Context: an optimization exercise on an open-source flow, tuned for small area, a short achievable clock period and few clock cycles per item. The choices shown serve that exercise and are no tape-out recipe. The RTL was checked by simulation tests, not by an equivalence proof against the original design.

==> design/flow/design.v <==
module net_4_8_12_16_16_1_10(clk, reset, input_valid, input_ready, input_data, output_valid, output_ready, output_data);
	input clk, reset, input_valid, output_ready;
	input signed [15 : 0] input_data;
	output signed [15 : 0] output_data;
	output output_valid, input_ready;
	logic [3:0] pos;           
	logic [2:0] vf;            
	logic [2:0] cnt;           
	logic in_rdy;
	logic sv;                  
	logic fv;                  
	logic go;
	assign go = ~sv;
	logic in_xfer, launch, wrap, idle, new_valid;
	logic [2:0] cnt_n;
	logic [3:0] pos_n;
	logic [2:0] vf_n;
	assign in_xfer = input_valid & in_rdy;
	assign cnt_n = cnt + {2'b0, in_xfer};
	assign idle = ~vf[0] & ~vf[1] & ~(vf[2] & (pos <= 4'd8));
	assign wrap = go & (pos == 4'd15);
	assign launch = go & (cnt_n == 3'd4) & (wrap | idle);
	assign new_valid = (pos >= 4'd9) ? vf[1] : vf[2];
	always_comb begin
		pos_n = pos;
		vf_n = vf;
		if (launch) begin
			pos_n = 4'd0;
			vf_n = {vf[1:0], 1'b1};
		end else if (wrap) begin
			pos_n = 4'd0;
			vf_n = {vf[1:0], 1'b0};
		end else if (go) begin
			pos_n = pos + 4'd1;
		end
	end
	always_ff @(posedge clk) begin
		if (reset) begin
			pos <= 4'd0;
			vf <= 3'd0;
			cnt <= 3'd0;
			in_rdy <= 1'b1;
		end else begin
			pos <= pos_n;
			vf <= vf_n;
			cnt <= launch ? 3'd0 : cnt_n;
			in_rdy <= ~launch & (cnt_n != 3'd4) & (~vf_n[0] | (pos_n >= 4'd11));
		end
	end
	function automatic logic signed [15:0] mulsat(input logic signed [3:0] wt, input logic signed [15:0] x);
		logic signed [19:0] m;
		m = wt * x;
		if (m[19:15] == 5'b00000 || m[19:15] == 5'b11111) mulsat = m[15:0];
		else mulsat = m[19] ? 16'sh8000 : 16'sh7fff;
	endfunction
	function automatic logic signed [15:0] addsat(input logic signed [15:0] a, input logic signed [15:0] b);
		logic signed [16:0] s;
		s = a + b;
		if (s[16] == s[15]) addsat = s[15:0];
		else addsat = s[16] ? 16'sh8000 : 16'sh7fff;
	endfunction
	function automatic logic [14:0] addrelu(input logic signed [15:0] a, input logic signed [15:0] b);
		logic signed [16:0] s;
		s = a + b;
		if (s[16]) addrelu = 15'd0;
		else if (s[15]) addrelu = 15'h7fff;
		else addrelu = s[14:0];
	endfunction
	logic signed [15:0] x1_0;
	logic signed [3:0] w1_0;
	logic signed [15:0] p1_0;
	logic signed [15:0] x1_1;
	logic signed [3:0] w1_1;
	logic signed [15:0] p1_1;
	logic signed [15:0] x1_2;
	logic signed [3:0] w1_2;
	logic signed [15:0] p1_2;
	logic signed [15:0] x1_3;
	logic signed [3:0] w1_3;
	logic signed [15:0] p1_3;
	logic signed [15:0] a1_1;
	logic signed [15:0] a1_2;
	logic [14:0] y1;
	logic [14:0] x2_0;
	logic signed [3:0] w2_0;
	logic signed [15:0] p2_0;
	logic [14:0] x2_1;
	logic signed [3:0] w2_1;
	logic signed [15:0] p2_1;
	logic [14:0] x2_2;
	logic signed [3:0] w2_2;
	logic signed [15:0] p2_2;
	logic [14:0] x2_3;
	logic signed [3:0] w2_3;
	logic signed [15:0] p2_3;
	logic [14:0] x2_4;
	logic signed [3:0] w2_4;
	logic signed [15:0] p2_4;
	logic [14:0] x2_5;
	logic signed [3:0] w2_5;
	logic signed [15:0] p2_5;
	logic [14:0] x2_6;
	logic signed [3:0] w2_6;
	logic signed [15:0] p2_6;
	logic [14:0] x2_7;
	logic signed [3:0] w2_7;
	logic signed [15:0] p2_7;
	logic signed [15:0] a2_1;
	logic signed [15:0] a2_2;
	logic signed [15:0] a2_3;
	logic signed [15:0] a2_4;
	logic signed [15:0] a2_5;
	logic signed [15:0] a2_6;
	logic [14:0] y2;
	logic [14:0] x3_0;
	logic signed [3:0] w3_0;
	logic signed [15:0] p3_0;
	logic [14:0] x3_1;
	logic signed [3:0] w3_1;
	logic signed [15:0] p3_1;
	logic [14:0] x3_2;
	logic signed [3:0] w3_2;
	logic signed [15:0] p3_2;
	logic [14:0] x3_3;
	logic signed [3:0] w3_3;
	logic signed [15:0] p3_3;
	logic [14:0] x3_4;
	logic signed [3:0] w3_4;
	logic signed [15:0] p3_4;
	logic [14:0] x3_5;
	logic signed [3:0] w3_5;
	logic signed [15:0] p3_5;
	logic [14:0] x3_6;
	logic signed [3:0] w3_6;
	logic signed [15:0] p3_6;
	logic [14:0] x3_7;
	logic signed [3:0] w3_7;
	logic signed [15:0] p3_7;
	logic [14:0] x3_8;
	logic signed [3:0] w3_8;
	logic signed [15:0] p3_8;
	logic [14:0] x3_9;
	logic signed [3:0] w3_9;
	logic signed [15:0] p3_9;
	logic [14:0] x3_10;
	logic signed [3:0] w3_10;
	logic signed [15:0] p3_10;
	logic [14:0] x3_11;
	logic signed [3:0] w3_11;
	logic signed [15:0] p3_11;
	logic signed [15:0] a3_0;
	logic signed [15:0] a3_1;
	logic signed [15:0] a3_2;
	logic signed [15:0] a3_3;
	logic signed [15:0] a3_4;
	logic signed [15:0] a3_5;
	logic signed [15:0] a3_6;
	logic signed [15:0] a3_7;
	logic signed [15:0] a3_8;
	logic signed [15:0] a3_9;
	logic signed [15:0] a3_10;
	logic [14:0] y3;
	always_ff @(posedge clk) begin
		if (in_xfer && cnt == 3'd0) x1_0 <= input_data;
		if (in_xfer && cnt == 3'd1) x1_1 <= input_data;
		if (in_xfer && cnt == 3'd2) x1_2 <= input_data;
		if (in_xfer && cnt == 3'd3) x1_3 <= input_data;
	end
	always_ff @(posedge clk) begin
		if (go && pos == 4'd4) x2_0 <= y1;
		if (go && pos == 4'd5) x2_1 <= y1;
		if (go && pos == 4'd6) x2_2 <= y1;
		if (go && pos == 4'd7) x2_3 <= y1;
		if (go && pos == 4'd8) x2_4 <= y1;
		if (go && pos == 4'd9) x2_5 <= y1;
		if (go && pos == 4'd10) x2_6 <= y1;
		if (go && pos == 4'd11) x2_7 <= y1;
	end
	always_ff @(posedge clk) begin
		if (go && pos == 4'd13) x3_0 <= y2;
		if (go && pos == 4'd14) x3_1 <= y2;
		if (go && pos == 4'd15) x3_2 <= y2;
		if (go && pos == 4'd0) x3_3 <= y2;
		if (go && pos == 4'd1) x3_4 <= y2;
		if (go && pos == 4'd2) x3_5 <= y2;
		if (go && pos == 4'd3) x3_6 <= y2;
		if (go && pos == 4'd4) x3_7 <= y2;
		if (go && pos == 4'd5) x3_8 <= y2;
		if (go && pos == 4'd6) x3_9 <= y2;
		if (go && pos == 4'd7) x3_10 <= y2;
		if (go && pos == 4'd8) x3_11 <= y2;
	end
	always_comb begin
		case (pos)
			4'd0: w1_0 = 4'sd0;
			4'd1: w1_0 = -4'sd6;
			4'd2: w1_0 = -4'sd1;
			4'd3: w1_0 = -4'sd1;
			4'd4: w1_0 = -4'sd1;
			4'd5: w1_0 = 4'sd3;
			4'd6: w1_0 = -4'sd5;
			4'd7: w1_0 = 4'sd5;
			4'd8: w1_0 = -4'sd5;
			4'd9: w1_0 = 4'sd0;
			4'd10: w1_0 = 4'sd0;
			4'd11: w1_0 = 4'sd0;
			4'd12: w1_0 = 4'sd0;
			4'd13: w1_0 = 4'sd0;
			4'd14: w1_0 = 4'sd0;
			4'd15: w1_0 = 4'sd0;
			default: w1_0 = 4'sd0;
		endcase
	end
	assign p1_0 = mulsat(w1_0, x1_0);
	always_comb begin
		case (pos)
			4'd0: w1_1 = 4'sd0;
			4'd1: w1_1 = -4'sd3;
			4'd2: w1_1 = 4'sd3;
			4'd3: w1_1 = 4'sd0;
			4'd4: w1_1 = 4'sd3;
			4'd5: w1_1 = 4'sd6;
			4'd6: w1_1 = -4'sd4;
			4'd7: w1_1 = -4'sd1;
			4'd8: w1_1 = -4'sd4;
			4'd9: w1_1 = 4'sd0;
			4'd10: w1_1 = 4'sd0;
			4'd11: w1_1 = 4'sd0;
			4'd12: w1_1 = 4'sd0;
			4'd13: w1_1 = 4'sd0;
			4'd14: w1_1 = 4'sd0;
			4'd15: w1_1 = 4'sd0;
			default: w1_1 = 4'sd0;
		endcase
	end
	assign p1_1 = mulsat(w1_1, x1_1);
	always_comb begin
		case (pos)
			4'd0: w1_2 = 4'sd0;
			4'd1: w1_2 = 4'sd0;
			4'd2: w1_2 = 4'sd6;
			4'd3: w1_2 = 4'sd4;
			4'd4: w1_2 = 4'sd1;
			4'd5: w1_2 = 4'sd3;
			4'd6: w1_2 = -4'sd1;
			4'd7: w1_2 = 4'sd3;
			4'd8: w1_2 = 4'sd7;
			4'd9: w1_2 = 4'sd6;
			4'd10: w1_2 = 4'sd0;
			4'd11: w1_2 = 4'sd0;
			4'd12: w1_2 = 4'sd0;
			4'd13: w1_2 = 4'sd0;
			4'd14: w1_2 = 4'sd0;
			4'd15: w1_2 = 4'sd0;
			default: w1_2 = 4'sd0;
		endcase
	end
	assign p1_2 = mulsat(w1_2, x1_2);
	always_comb begin
		case (pos)
			4'd0: w1_3 = 4'sd0;
			4'd1: w1_3 = 4'sd0;
			4'd2: w1_3 = 4'sd0;
			4'd3: w1_3 = 4'sd2;
			4'd4: w1_3 = -4'sd3;
			4'd5: w1_3 = -4'sd7;
			4'd6: w1_3 = -4'sd7;
			4'd7: w1_3 = -4'sd8;
			4'd8: w1_3 = 4'sd5;
			4'd9: w1_3 = -4'sd7;
			4'd10: w1_3 = -4'sd2;
			4'd11: w1_3 = 4'sd0;
			4'd12: w1_3 = 4'sd0;
			4'd13: w1_3 = 4'sd0;
			4'd14: w1_3 = 4'sd0;
			4'd15: w1_3 = 4'sd0;
			default: w1_3 = 4'sd0;
		endcase
	end
	assign p1_3 = mulsat(w1_3, x1_3);
	always_comb begin
		case (pos)
			4'd0: w2_0 = -4'sd2;
			4'd1: w2_0 = 4'sd0;
			4'd2: w2_0 = 4'sd0;
			4'd3: w2_0 = 4'sd0;
			4'd4: w2_0 = 4'sd0;
			4'd5: w2_0 = 4'sd0;
			4'd6: w2_0 = 4'sd1;
			4'd7: w2_0 = -4'sd3;
			4'd8: w2_0 = 4'sd1;
			4'd9: w2_0 = 4'sd1;
			4'd10: w2_0 = -4'sd7;
			4'd11: w2_0 = 4'sd3;
			4'd12: w2_0 = -4'sd6;
			4'd13: w2_0 = 4'sd7;
			4'd14: w2_0 = 4'sd7;
			4'd15: w2_0 = 4'sd2;
			default: w2_0 = 4'sd0;
		endcase
	end
	assign p2_0 = mulsat(w2_0, {1'b0, x2_0});
	always_comb begin
		case (pos)
			4'd0: w2_1 = 4'sd1;
			4'd1: w2_1 = -4'sd7;
			4'd2: w2_1 = 4'sd0;
			4'd3: w2_1 = 4'sd0;
			4'd4: w2_1 = 4'sd0;
			4'd5: w2_1 = 4'sd0;
			4'd6: w2_1 = 4'sd4;
			4'd7: w2_1 = 4'sd7;
			4'd8: w2_1 = -4'sd4;
			4'd9: w2_1 = 4'sd1;
			4'd10: w2_1 = -4'sd5;
			4'd11: w2_1 = 4'sd1;
			4'd12: w2_1 = -4'sd6;
			4'd13: w2_1 = 4'sd0;
			4'd14: w2_1 = 4'sd2;
			4'd15: w2_1 = -4'sd5;
			default: w2_1 = 4'sd0;
		endcase
	end
	assign p2_1 = mulsat(w2_1, {1'b0, x2_1});
	always_comb begin
		case (pos)
			4'd0: w2_2 = 4'sd0;
			4'd1: w2_2 = 4'sd7;
			4'd2: w2_2 = 4'sd2;
			4'd3: w2_2 = 4'sd0;
			4'd4: w2_2 = 4'sd0;
			4'd5: w2_2 = 4'sd0;
			4'd6: w2_2 = 4'sd0;
			4'd7: w2_2 = -4'sd8;
			4'd8: w2_2 = -4'sd8;
			4'd9: w2_2 = -4'sd2;
			4'd10: w2_2 = -4'sd1;
			4'd11: w2_2 = -4'sd1;
			4'd12: w2_2 = -4'sd8;
			4'd13: w2_2 = 4'sd3;
			4'd14: w2_2 = 4'sd1;
			4'd15: w2_2 = 4'sd0;
			default: w2_2 = 4'sd0;
		endcase
	end
	assign p2_2 = mulsat(w2_2, {1'b0, x2_2});
	always_comb begin
		case (pos)
			4'd0: w2_3 = 4'sd6;
			4'd1: w2_3 = 4'sd7;
			4'd2: w2_3 = 4'sd2;
			4'd3: w2_3 = -4'sd3;
			4'd4: w2_3 = 4'sd0;
			4'd5: w2_3 = 4'sd0;
			4'd6: w2_3 = 4'sd0;
			4'd7: w2_3 = 4'sd0;
			4'd8: w2_3 = -4'sd8;
			4'd9: w2_3 = 4'sd4;
			4'd10: w2_3 = 4'sd5;
			4'd11: w2_3 = 4'sd4;
			4'd12: w2_3 = 4'sd1;
			4'd13: w2_3 = -4'sd2;
			4'd14: w2_3 = 4'sd3;
			4'd15: w2_3 = 4'sd4;
			default: w2_3 = 4'sd0;
		endcase
	end
	assign p2_3 = mulsat(w2_3, {1'b0, x2_3});
	always_comb begin
		case (pos)
			4'd0: w2_4 = 4'sd5;
			4'd1: w2_4 = -4'sd2;
			4'd2: w2_4 = -4'sd7;
			4'd3: w2_4 = 4'sd7;
			4'd4: w2_4 = 4'sd5;
			4'd5: w2_4 = 4'sd0;
			4'd6: w2_4 = 4'sd0;
			4'd7: w2_4 = 4'sd0;
			4'd8: w2_4 = 4'sd0;
			4'd9: w2_4 = 4'sd0;
			4'd10: w2_4 = 4'sd2;
			4'd11: w2_4 = 4'sd0;
			4'd12: w2_4 = 4'sd5;
			4'd13: w2_4 = 4'sd7;
			4'd14: w2_4 = -4'sd3;
			4'd15: w2_4 = -4'sd4;
			default: w2_4 = 4'sd0;
		endcase
	end
	assign p2_4 = mulsat(w2_4, {1'b0, x2_4});
	always_comb begin
		case (pos)
			4'd0: w2_5 = -4'sd3;
			4'd1: w2_5 = 4'sd4;
			4'd2: w2_5 = -4'sd7;
			4'd3: w2_5 = -4'sd4;
			4'd4: w2_5 = -4'sd8;
			4'd5: w2_5 = 4'sd5;
			4'd6: w2_5 = 4'sd0;
			4'd7: w2_5 = 4'sd0;
			4'd8: w2_5 = 4'sd0;
			4'd9: w2_5 = 4'sd0;
			4'd10: w2_5 = 4'sd4;
			4'd11: w2_5 = 4'sd3;
			4'd12: w2_5 = -4'sd7;
			4'd13: w2_5 = -4'sd3;
			4'd14: w2_5 = 4'sd4;
			4'd15: w2_5 = 4'sd6;
			default: w2_5 = 4'sd0;
		endcase
	end
	assign p2_5 = mulsat(w2_5, {1'b0, x2_5});
	always_comb begin
		case (pos)
			4'd0: w2_6 = 4'sd4;
			4'd1: w2_6 = -4'sd7;
			4'd2: w2_6 = -4'sd5;
			4'd3: w2_6 = -4'sd5;
			4'd4: w2_6 = 4'sd6;
			4'd5: w2_6 = -4'sd1;
			4'd6: w2_6 = -4'sd5;
			4'd7: w2_6 = 4'sd0;
			4'd8: w2_6 = 4'sd0;
			4'd9: w2_6 = 4'sd0;
			4'd10: w2_6 = 4'sd0;
			4'd11: w2_6 = -4'sd3;
			4'd12: w2_6 = 4'sd5;
			4'd13: w2_6 = 4'sd2;
			4'd14: w2_6 = -4'sd6;
			4'd15: w2_6 = 4'sd1;
			default: w2_6 = 4'sd0;
		endcase
	end
	assign p2_6 = mulsat(w2_6, {1'b0, x2_6});
	always_comb begin
		case (pos)
			4'd0: w2_7 = -4'sd4;
			4'd1: w2_7 = 4'sd6;
			4'd2: w2_7 = 4'sd5;
			4'd3: w2_7 = 4'sd6;
			4'd4: w2_7 = -4'sd6;
			4'd5: w2_7 = -4'sd4;
			4'd6: w2_7 = 4'sd6;
			4'd7: w2_7 = 4'sd4;
			4'd8: w2_7 = 4'sd0;
			4'd9: w2_7 = 4'sd0;
			4'd10: w2_7 = 4'sd0;
			4'd11: w2_7 = 4'sd0;
			4'd12: w2_7 = 4'sd7;
			4'd13: w2_7 = -4'sd2;
			4'd14: w2_7 = -4'sd2;
			4'd15: w2_7 = -4'sd2;
			default: w2_7 = 4'sd0;
		endcase
	end
	assign p2_7 = mulsat(w2_7, {1'b0, x2_7});
	always_comb begin
		case (pos)
			4'd0: w3_0 = -4'sd3;
			4'd1: w3_0 = -4'sd2;
			4'd2: w3_0 = -4'sd2;
			4'd3: w3_0 = -4'sd7;
			4'd4: w3_0 = -4'sd7;
			4'd5: w3_0 = -4'sd8;
			4'd6: w3_0 = -4'sd3;
			4'd7: w3_0 = -4'sd2;
			4'd8: w3_0 = -4'sd4;
			4'd9: w3_0 = 4'sd7;
			4'd10: w3_0 = -4'sd6;
			4'd11: w3_0 = -4'sd6;
			4'd12: w3_0 = 4'sd4;
			4'd13: w3_0 = 4'sd0;
			4'd14: w3_0 = -4'sd1;
			4'd15: w3_0 = 4'sd4;
			default: w3_0 = 4'sd0;
		endcase
	end
	assign p3_0 = mulsat(w3_0, {1'b0, x3_0});
	always_comb begin
		case (pos)
			4'd0: w3_1 = -4'sd4;
			4'd1: w3_1 = -4'sd3;
			4'd2: w3_1 = 4'sd0;
			4'd3: w3_1 = 4'sd4;
			4'd4: w3_1 = -4'sd1;
			4'd5: w3_1 = 4'sd0;
			4'd6: w3_1 = -4'sd5;
			4'd7: w3_1 = -4'sd4;
			4'd8: w3_1 = 4'sd4;
			4'd9: w3_1 = 4'sd6;
			4'd10: w3_1 = 4'sd7;
			4'd11: w3_1 = 4'sd1;
			4'd12: w3_1 = -4'sd6;
			4'd13: w3_1 = 4'sd2;
			4'd14: w3_1 = -4'sd4;
			4'd15: w3_1 = 4'sd3;
			default: w3_1 = 4'sd0;
		endcase
	end
	assign p3_1 = mulsat(w3_1, {1'b0, x3_1});
	always_comb begin
		case (pos)
			4'd0: w3_2 = 4'sd2;
			4'd1: w3_2 = -4'sd2;
			4'd2: w3_2 = -4'sd6;
			4'd3: w3_2 = -4'sd3;
			4'd4: w3_2 = 4'sd3;
			4'd5: w3_2 = 4'sd1;
			4'd6: w3_2 = -4'sd1;
			4'd7: w3_2 = 4'sd0;
			4'd8: w3_2 = 4'sd6;
			4'd9: w3_2 = 4'sd3;
			4'd10: w3_2 = -4'sd1;
			4'd11: w3_2 = -4'sd5;
			4'd12: w3_2 = 4'sd3;
			4'd13: w3_2 = -4'sd3;
			4'd14: w3_2 = 4'sd7;
			4'd15: w3_2 = -4'sd3;
			default: w3_2 = 4'sd0;
		endcase
	end
	assign p3_2 = mulsat(w3_2, {1'b0, x3_2});
	always_comb begin
		case (pos)
			4'd0: w3_3 = -4'sd3;
			4'd1: w3_3 = 4'sd6;
			4'd2: w3_3 = -4'sd6;
			4'd3: w3_3 = -4'sd6;
			4'd4: w3_3 = -4'sd1;
			4'd5: w3_3 = 4'sd3;
			4'd6: w3_3 = -4'sd5;
			4'd7: w3_3 = -4'sd7;
			4'd8: w3_3 = 4'sd4;
			4'd9: w3_3 = 4'sd7;
			4'd10: w3_3 = 4'sd0;
			4'd11: w3_3 = 4'sd4;
			4'd12: w3_3 = -4'sd4;
			4'd13: w3_3 = 4'sd2;
			4'd14: w3_3 = -4'sd8;
			4'd15: w3_3 = 4'sd1;
			default: w3_3 = 4'sd0;
		endcase
	end
	assign p3_3 = mulsat(w3_3, {1'b0, x3_3});
	always_comb begin
		case (pos)
			4'd0: w3_4 = -4'sd2;
			4'd1: w3_4 = 4'sd5;
			4'd2: w3_4 = 4'sd4;
			4'd3: w3_4 = 4'sd6;
			4'd4: w3_4 = -4'sd5;
			4'd5: w3_4 = -4'sd8;
			4'd6: w3_4 = -4'sd8;
			4'd7: w3_4 = -4'sd8;
			4'd8: w3_4 = 4'sd0;
			4'd9: w3_4 = 4'sd6;
			4'd10: w3_4 = 4'sd2;
			4'd11: w3_4 = -4'sd1;
			4'd12: w3_4 = -4'sd7;
			4'd13: w3_4 = 4'sd7;
			4'd14: w3_4 = 4'sd5;
			4'd15: w3_4 = -4'sd3;
			default: w3_4 = 4'sd0;
		endcase
	end
	assign p3_4 = mulsat(w3_4, {1'b0, x3_4});
	always_comb begin
		case (pos)
			4'd0: w3_5 = 4'sd2;
			4'd1: w3_5 = 4'sd5;
			4'd2: w3_5 = -4'sd5;
			4'd3: w3_5 = 4'sd5;
			4'd4: w3_5 = -4'sd3;
			4'd5: w3_5 = -4'sd2;
			4'd6: w3_5 = 4'sd3;
			4'd7: w3_5 = -4'sd2;
			4'd8: w3_5 = -4'sd7;
			4'd9: w3_5 = -4'sd2;
			4'd10: w3_5 = -4'sd7;
			4'd11: w3_5 = 4'sd4;
			4'd12: w3_5 = -4'sd3;
			4'd13: w3_5 = 4'sd2;
			4'd14: w3_5 = -4'sd8;
			4'd15: w3_5 = 4'sd7;
			default: w3_5 = 4'sd0;
		endcase
	end
	assign p3_5 = mulsat(w3_5, {1'b0, x3_5});
	always_comb begin
		case (pos)
			4'd0: w3_6 = -4'sd7;
			4'd1: w3_6 = 4'sd0;
			4'd2: w3_6 = 4'sd5;
			4'd3: w3_6 = -4'sd5;
			4'd4: w3_6 = -4'sd8;
			4'd5: w3_6 = 4'sd5;
			4'd6: w3_6 = 4'sd6;
			4'd7: w3_6 = 4'sd2;
			4'd8: w3_6 = 4'sd1;
			4'd9: w3_6 = -4'sd7;
			4'd10: w3_6 = 4'sd7;
			4'd11: w3_6 = 4'sd2;
			4'd12: w3_6 = 4'sd1;
			4'd13: w3_6 = 4'sd3;
			4'd14: w3_6 = -4'sd4;
			4'd15: w3_6 = -4'sd7;
			default: w3_6 = 4'sd0;
		endcase
	end
	assign p3_6 = mulsat(w3_6, {1'b0, x3_6});
	always_comb begin
		case (pos)
			4'd0: w3_7 = -4'sd2;
			4'd1: w3_7 = -4'sd7;
			4'd2: w3_7 = -4'sd3;
			4'd3: w3_7 = 4'sd0;
			4'd4: w3_7 = 4'sd7;
			4'd5: w3_7 = -4'sd1;
			4'd6: w3_7 = 4'sd5;
			4'd7: w3_7 = 4'sd2;
			4'd8: w3_7 = 4'sd4;
			4'd9: w3_7 = -4'sd2;
			4'd10: w3_7 = -4'sd2;
			4'd11: w3_7 = 4'sd6;
			4'd12: w3_7 = -4'sd8;
			4'd13: w3_7 = 4'sd3;
			4'd14: w3_7 = -4'sd1;
			4'd15: w3_7 = -4'sd2;
			default: w3_7 = 4'sd0;
		endcase
	end
	assign p3_7 = mulsat(w3_7, {1'b0, x3_7});
	always_comb begin
		case (pos)
			4'd0: w3_8 = 4'sd6;
			4'd1: w3_8 = 4'sd5;
			4'd2: w3_8 = 4'sd5;
			4'd3: w3_8 = 4'sd1;
			4'd4: w3_8 = -4'sd1;
			4'd5: w3_8 = -4'sd2;
			4'd6: w3_8 = -4'sd7;
			4'd7: w3_8 = -4'sd3;
			4'd8: w3_8 = -4'sd7;
			4'd9: w3_8 = -4'sd8;
			4'd10: w3_8 = 4'sd3;
			4'd11: w3_8 = 4'sd2;
			4'd12: w3_8 = -4'sd6;
			4'd13: w3_8 = 4'sd0;
			4'd14: w3_8 = -4'sd4;
			4'd15: w3_8 = 4'sd0;
			default: w3_8 = 4'sd0;
		endcase
	end
	assign p3_8 = mulsat(w3_8, {1'b0, x3_8});
	always_comb begin
		case (pos)
			4'd0: w3_9 = -4'sd5;
			4'd1: w3_9 = -4'sd5;
			4'd2: w3_9 = 4'sd4;
			4'd3: w3_9 = 4'sd0;
			4'd4: w3_9 = 4'sd4;
			4'd5: w3_9 = 4'sd1;
			4'd6: w3_9 = 4'sd0;
			4'd7: w3_9 = 4'sd0;
			4'd8: w3_9 = -4'sd4;
			4'd9: w3_9 = 4'sd1;
			4'd10: w3_9 = -4'sd8;
			4'd11: w3_9 = 4'sd3;
			4'd12: w3_9 = -4'sd2;
			4'd13: w3_9 = 4'sd2;
			4'd14: w3_9 = -4'sd5;
			4'd15: w3_9 = -4'sd8;
			default: w3_9 = 4'sd0;
		endcase
	end
	assign p3_9 = mulsat(w3_9, {1'b0, x3_9});
	always_comb begin
		case (pos)
			4'd0: w3_10 = 4'sd5;
			4'd1: w3_10 = -4'sd5;
			4'd2: w3_10 = -4'sd3;
			4'd3: w3_10 = 4'sd6;
			4'd4: w3_10 = 4'sd6;
			4'd5: w3_10 = 4'sd1;
			4'd6: w3_10 = -4'sd5;
			4'd7: w3_10 = -4'sd8;
			4'd8: w3_10 = -4'sd2;
			4'd9: w3_10 = 4'sd3;
			4'd10: w3_10 = 4'sd0;
			4'd11: w3_10 = 4'sd7;
			4'd12: w3_10 = 4'sd0;
			4'd13: w3_10 = 4'sd6;
			4'd14: w3_10 = 4'sd2;
			4'd15: w3_10 = -4'sd5;
			default: w3_10 = 4'sd0;
		endcase
	end
	assign p3_10 = mulsat(w3_10, {1'b0, x3_10});
	always_comb begin
		case (pos)
			4'd0: w3_11 = 4'sd0;
			4'd1: w3_11 = 4'sd5;
			4'd2: w3_11 = -4'sd1;
			4'd3: w3_11 = 4'sd0;
			4'd4: w3_11 = -4'sd4;
			4'd5: w3_11 = 4'sd6;
			4'd6: w3_11 = 4'sd1;
			4'd7: w3_11 = -4'sd4;
			4'd8: w3_11 = 4'sd3;
			4'd9: w3_11 = -4'sd6;
			4'd10: w3_11 = 4'sd5;
			4'd11: w3_11 = 4'sd6;
			4'd12: w3_11 = 4'sd6;
			4'd13: w3_11 = 4'sd6;
			4'd14: w3_11 = 4'sd2;
			4'd15: w3_11 = -4'sd6;
			default: w3_11 = 4'sd0;
		endcase
	end
	assign p3_11 = mulsat(w3_11, {1'b0, x3_11});
	always_ff @(posedge clk) begin
		if (go) begin
			a1_1 <= addsat(p1_0, p1_1);
			a1_2 <= addsat(a1_1, p1_2);
			y1 <= addrelu(a1_2, p1_3);
		end
	end
	always_ff @(posedge clk) begin
		if (go) begin
			a2_1 <= addsat(p2_0, p2_1);
			a2_2 <= addsat(a2_1, p2_2);
			a2_3 <= addsat(a2_2, p2_3);
			a2_4 <= addsat(a2_3, p2_4);
			a2_5 <= addsat(a2_4, p2_5);
			a2_6 <= addsat(a2_5, p2_6);
			y2 <= addrelu(a2_6, p2_7);
		end
	end
	always_ff @(posedge clk) begin
		if (go) begin
			a3_0 <= p3_0;
			a3_1 <= addsat(a3_0, p3_1);
			a3_2 <= addsat(a3_1, p3_2);
			a3_3 <= addsat(a3_2, p3_3);
			a3_4 <= addsat(a3_3, p3_4);
			a3_5 <= addsat(a3_4, p3_5);
			a3_6 <= addsat(a3_5, p3_6);
			a3_7 <= addsat(a3_6, p3_7);
			a3_8 <= addsat(a3_7, p3_8);
			a3_9 <= addsat(a3_8, p3_9);
			a3_10 <= addsat(a3_9, p3_10);
		end
	end
	logic [14:0] s;
	logic [14:0] y3_new;
	logic y3_free;
	assign y3_new = addrelu(a3_10, p3_11);
	assign y3_free = ~fv | output_ready;
	always_ff @(posedge clk) begin
		if (y3_free) y3 <= sv ? s : y3_new;
		if (!y3_free && go) s <= y3_new;
	end
	always_ff @(posedge clk) begin
		if (reset) begin
			fv <= 1'b0;
			sv <= 1'b0;
		end else if (!y3_free) begin
			if (go) sv <= new_valid;
		end else if (sv) begin
			fv <= 1'b1;
			sv <= 1'b0;
		end else begin
			fv <= new_valid;
		end
	end
	assign output_valid = fv;
	assign output_data = {1'b0, y3};
	assign input_ready = in_rdy;
endmodule
==> design/flow/run.sh <==
#!/bin/bash
# synth_recipe.tcl (not shown) runs the flow's synth.tcl, then flattens the netlist and writes it again
# the make line also repeats each setting of config.mk as NAME=value (left out here)
make -C /OpenROAD-flow-scripts/flow DESIGN_CONFIG=/design/flow/config.mk WORK_HOME=/design/flow/orfs CLKGATE_MAP_FILE= SYNTH_SCRIPT=/design/flow/synth_recipe.tcl finish
==> design/flow/config.mk <==
export PLATFORM = sky130hd
export DESIGN_NAME = net_4_8_12_16_16_1_10
export DESIGN_NICKNAME = net_4_8_12_16_16_1_10
export VERILOG_FILES = /design/flow/design.v
export SDC_FILE = /design/flow/constraint.sdc
export NUM_CORES = 4
export LEC_CHECK = 0
export CAP_MARGIN = 20
export CORE_MARGIN = 2
export CORE_UTILIZATION = 40
export SLEW_MARGIN = 20
==> design/flow/constraint.sdc <==
create_clock -name core_clock -period 12.0 [get_ports {clk}]
set_input_delay 2.4000 -clock core_clock [delete_from_list [all_inputs] [get_ports {clk}]]
set_output_delay 2.4000 -clock core_clock [all_outputs]
set_load 0.01 [all_outputs]
==> summary.txt <==
===========================================================================================
Total Neg Setup Slack                                                                  0 ns
Worst hold path startpoint                                                     y2[8]$_SDFFCE_PP0N_
Worst setup skew after layout                                                     0.0724 ns
Number of design-rule violations left by the first detailed-router iteration           4135
Number of resized instances in the post-cts repair step                                   0
Wire length of the first global-routing pass                                      383000 µm
Largest net degree at the start of global routing                                        79
Result of the run                                          no timing/DRC/antenna violations
Final Slew Violations                                                                     0
Number of instances in the synthesized netlist                                         9497
Count of hold buffers inserted by post-cts repair                                         0
Number of clock buffers inserted by TritonCTS                                           106
Remaining number of nets flagged by the antenna check after routing                       0
Post-synth top area share                                                             23.6%
Clock slew at the register clock pins of the worst setup and hold paths             0.07 ns
Total clock sinks                                                                       837
Die Width                                                                            486 µm
Post-synthesis instance area                                                      92700 µm²
Row cnt                                                                                 176
Avg WL per Cell                                                                     19.0 µm
Required time of the critical path                                                 12.49 ns
Final Hold Vio Count                                                                      0
Top delay family on crit path                                                   adder cells
Ranking of synthesized cells by area                                           sky130_fd_sc_hd__edfxtp_1, sky130_fd_sc_hd__ha_1, sky130_fd_sc_hd__fa_1
Number of cells in the design after placement                                         12.4k
Slew Limit Headroom                                                                   11.9%
Max-cap violations                                                                        0
Transition time at the pin with the least slew margin                               1.31 ns
Iteration count of the initial detailed-routing pass                                      9
TritonCTS clock tree                                                                  built
Chip height                                                                          486 µm
End of the worst register-to-register path                                     a3_5[5]$_DFFE_PN_
Total Routed Length                                                               238000 µm
Combined buffer and inverter count along the critical path                                2
Cell at the slowest stage of the critical path                                 sky130_fd_sc_hd__nor2_1
Total vias in the final route                                                         68.9k
Average cell area after synthesis                                                  9.77 µm²
Delay of the slowest cell on the worst path                                         0.64 ns
Port Buf Inserts                                                                         36
Top cell by count, worst path                                                  sky130_fd_sc_hd__fa_1
Global placement routability congestion                                               0.915
Critical path depth in cells                                                             28
Total global routing overflow                                                             0
Total routing usage reported by global routing                                        20.1%
Worst min-delay path endpoint                                                  x3_9[8]$_DFFE_PP_
Clk Tree Root Cell                                                             sky130_fd_sc_hd__clkbuf_16
Number of enable-type register cells in the synthesized netlist                         728
Kind of capture point of the worst setup path                                     flip-flop
Setup CP Type                                                                  flip-flop to flip-flop
Post-layout net count                                                                 11.4k
Class of the most critical hold timing path                                    flip-flop to flip-flop
Antenna violations before repair                                                         19
Vias per cell                                                                          5.48
Async SR Flop Fraction                                                                   0%
DRC                                                                                       0
Hold-critical path depth                                                                  0
Clock network latency to the later pin of the worst-skew pair                       0.77 ns
Unrepaired setup endpoints after global routing                                          no
Area of the core                                                                 230000 µm²
Number of global-route vias before repair                                             70.0k
Non-filler cells in the finished layout                                               12.6k
I/O pin count                                                                            38
Register-to-Register Setup Slack                                                    3.29 ns
Flops & latches, synth                                                                  837
Total setup violations reported at the end of the flow                                    0
Number of H-tree levels                                                                   3
Ratio of cells with drive above 1 in the final layout                                 3.36%
Worst reg2reg path depth                                                                 28
Starting density of the core                                                          40.3%
Data arrival, critical path                                                         9.20 ns
FMAX                                                                                115 MHz
Element type at the critical path start                                           flip-flop
Period utilisation layout                                                             72.5%
CTS max path bufs                                                                         3
Post-synthesis sequential area ratio                                                  25.9%
Post-synth net total                                                                  11.5k
Yosys warnings                                                                            1
Dominant synthesized flop cell                                                 sky130_fd_sc_hd__edfxtp_1
Area of the die                                                                  236000 µm²
Launch point of the worst path                                                 w3_5[1]$_DFF_P_
Area Growth Syn to Fin                                                                7.94%
Post-synthesis cell type with the largest combined area                        sky130_fd_sc_hd__edfxtp_1
Total setup buffers inserted after CTS                                                    0
HPWL Detailed                                                                     190000 µm
Highest fanout seen on the critical path                                                 15
Minimum period implied by the final worst setup slack                               8.71 ns
Startpoint of the lowest-slack register-to-register path                       w3_5[1]$_DFF_P_
Number of different library cells in the post-synthesis netlist                          96
===========================================================================================
how the worst max path moves through the flow:
stage                                     to  slack, ns
after floorplan              w3_7[2]$_DFF_P_       2.88
after global placement       y3[2]$_DFFE_PP_       3.64
after detailed placement     y3[2]$_DFFE_PP_       3.45
after CTS                  a3_5[8]$_DFFE_PN_       3.39
after global routing      a1_2[10]$_DFFE_PN_       2.52
final                      a3_5[5]$_DFFE_PN_       3.29
Yosys cell counts, types with 194 or more instances:
cell type / count
sky130_fd_sc_hd__a21o_1: 220
sky130_fd_sc_hd__a21oi_1: 839
sky130_fd_sc_hd__and2_1: 998
sky130_fd_sc_hd__edfxtp_1: 728
sky130_fd_sc_hd__fa_1: 693
sky130_fd_sc_hd__ha_1: 1279
sky130_fd_sc_hd__inv_1: 528
sky130_fd_sc_hd__nand2_1: 440
sky130_fd_sc_hd__nor2_1: 770
sky130_fd_sc_hd__o21a_1: 194
sky130_fd_sc_hd__o21ai_0: 490
sky130_fd_sc_hd__xnor2_1: 353
sky130_fd_sc_hd__xor2_1: 248
metal layers:
layer  vias to the layer above  routed length (µm)  GRT usage, %
li1                      33581                   -             -
met1                     33548              107000          26.6
met2                      1375              113000          34.3
met3                       380               10200          2.48
met4                        18                7890          6.38
met5                         -                 123             0
logic make-up (layout without fill, tap and decap cells):
family	after synthesis	after routing	synth area share [%]
flops	837	837	25.9
fa+ha+maj	2035	2035	32.9
buf+inv	773	813	3.23
xor+xnor	602	602	5.69
simple gates	2844	2844	15.8
other cells	1	8	0.00404
compound gates	2383	2383	16.2
mux	22	22	0.244
layout make-up:
cell class	instances	area, µm²
multi-input combinational	7887	65800
clock buffer	121	2810
antenna	7	17.5
timing repair buffer	86	746
fill	22006	130000
inverter	529	1990
sequential	837	24000
tap	3026	3790
clock inverter	77	936
cell usage in the layout, fill, tap and decap left out, types with 18 or more instances in the layout:
cell type and instances:
sky130_fd_sc_hd__o22ai_1 31, sky130_fd_sc_hd__o21bai_1 72, sky130_fd_sc_hd__a21boi_0 30, sky130_fd_sc_hd__nor4_1 21
sky130_fd_sc_hd__or3_1 35, sky130_fd_sc_hd__edfxtp_1 728, sky130_fd_sc_hd__nand4_1 30, sky130_fd_sc_hd__buf_4 48
sky130_fd_sc_hd__nor2b_1 133, sky130_fd_sc_hd__clkbuf_16 109, sky130_fd_sc_hd__clkdlybuf4s50_1 35, sky130_fd_sc_hd__nand3_1 81
sky130_fd_sc_hd__dfxtp_1 108, sky130_fd_sc_hd__xor2_1 247, sky130_fd_sc_hd__nor3_1 80, sky130_fd_sc_hd__a31o_2 23
sky130_fd_sc_hd__nor2_1 770, sky130_fd_sc_hd__o21ai_0 489, sky130_fd_sc_hd__inv_1 527, sky130_fd_sc_hd__o31ai_1 54
sky130_fd_sc_hd__fa_1 693, sky130_fd_sc_hd__o31a_1 27, sky130_fd_sc_hd__maj3_1 63, sky130_fd_sc_hd__nand2b_1 135
sky130_fd_sc_hd__a31oi_1 65, sky130_fd_sc_hd__ha_1 1279, sky130_fd_sc_hd__and2_1 998, sky130_fd_sc_hd__o211ai_1 33
sky130_fd_sc_hd__or2_2 18, sky130_fd_sc_hd__xnor2_1 353, sky130_fd_sc_hd__nand2_1 440, sky130_fd_sc_hd__a21o_1 220
sky130_fd_sc_hd__a211oi_1 79, sky130_fd_sc_hd__a21oi_1 837, sky130_fd_sc_hd__and3_1 46, sky130_fd_sc_hd__o21a_1 194
metrics by stage:
stage / setup WS, ns / cell area (µm²) / util, % / hold slack [ns]
after floorplan: 2.88 / 92700 / - / 0.471
after global placement: 3.64 / 96300 / 41.8 / 0.450
after detailed placement: 3.45 / 96300 / 41.8 / 0.454
after CTS: 3.39 / 100000 / 43.4 / 0.471
after global routing: 2.52 / 100000 / 43.5 / 0.483
final: 3.29 / 100000 / 43.5 / 0.476
Testbench counts, summed over its fixed seeds: cycles 2,288, items 128.

==> re-timing with driven ports <==
The flow's constraints put no driver on any port. The routed layout listed below was extracted and timed again, unchanged, in two steps.
Step 1: set_driving_cell puts a clkbuf_16 on clk and a buf_2 on each other input, an assumption about the parent block.
Step 2 times the ports against the registers' clock, not the clock port: input delays grow and output delays shrink by t, the midpoint of the rising clock arrivals with the driver on.
Three values: ideal ports, drivers, drivers and shift; two values: the first two.
t (ns): 0.834
setup WS [ns]: 3.295 / 3.295 / 3.295
worst setup path at the end: register to register
pins driven straight from the clock port: 1
After both steps this run still meets setup and hold. For this run, drivers alone change the setup slack by 0.000 ns; drivers and shift together by 0.000 ns.
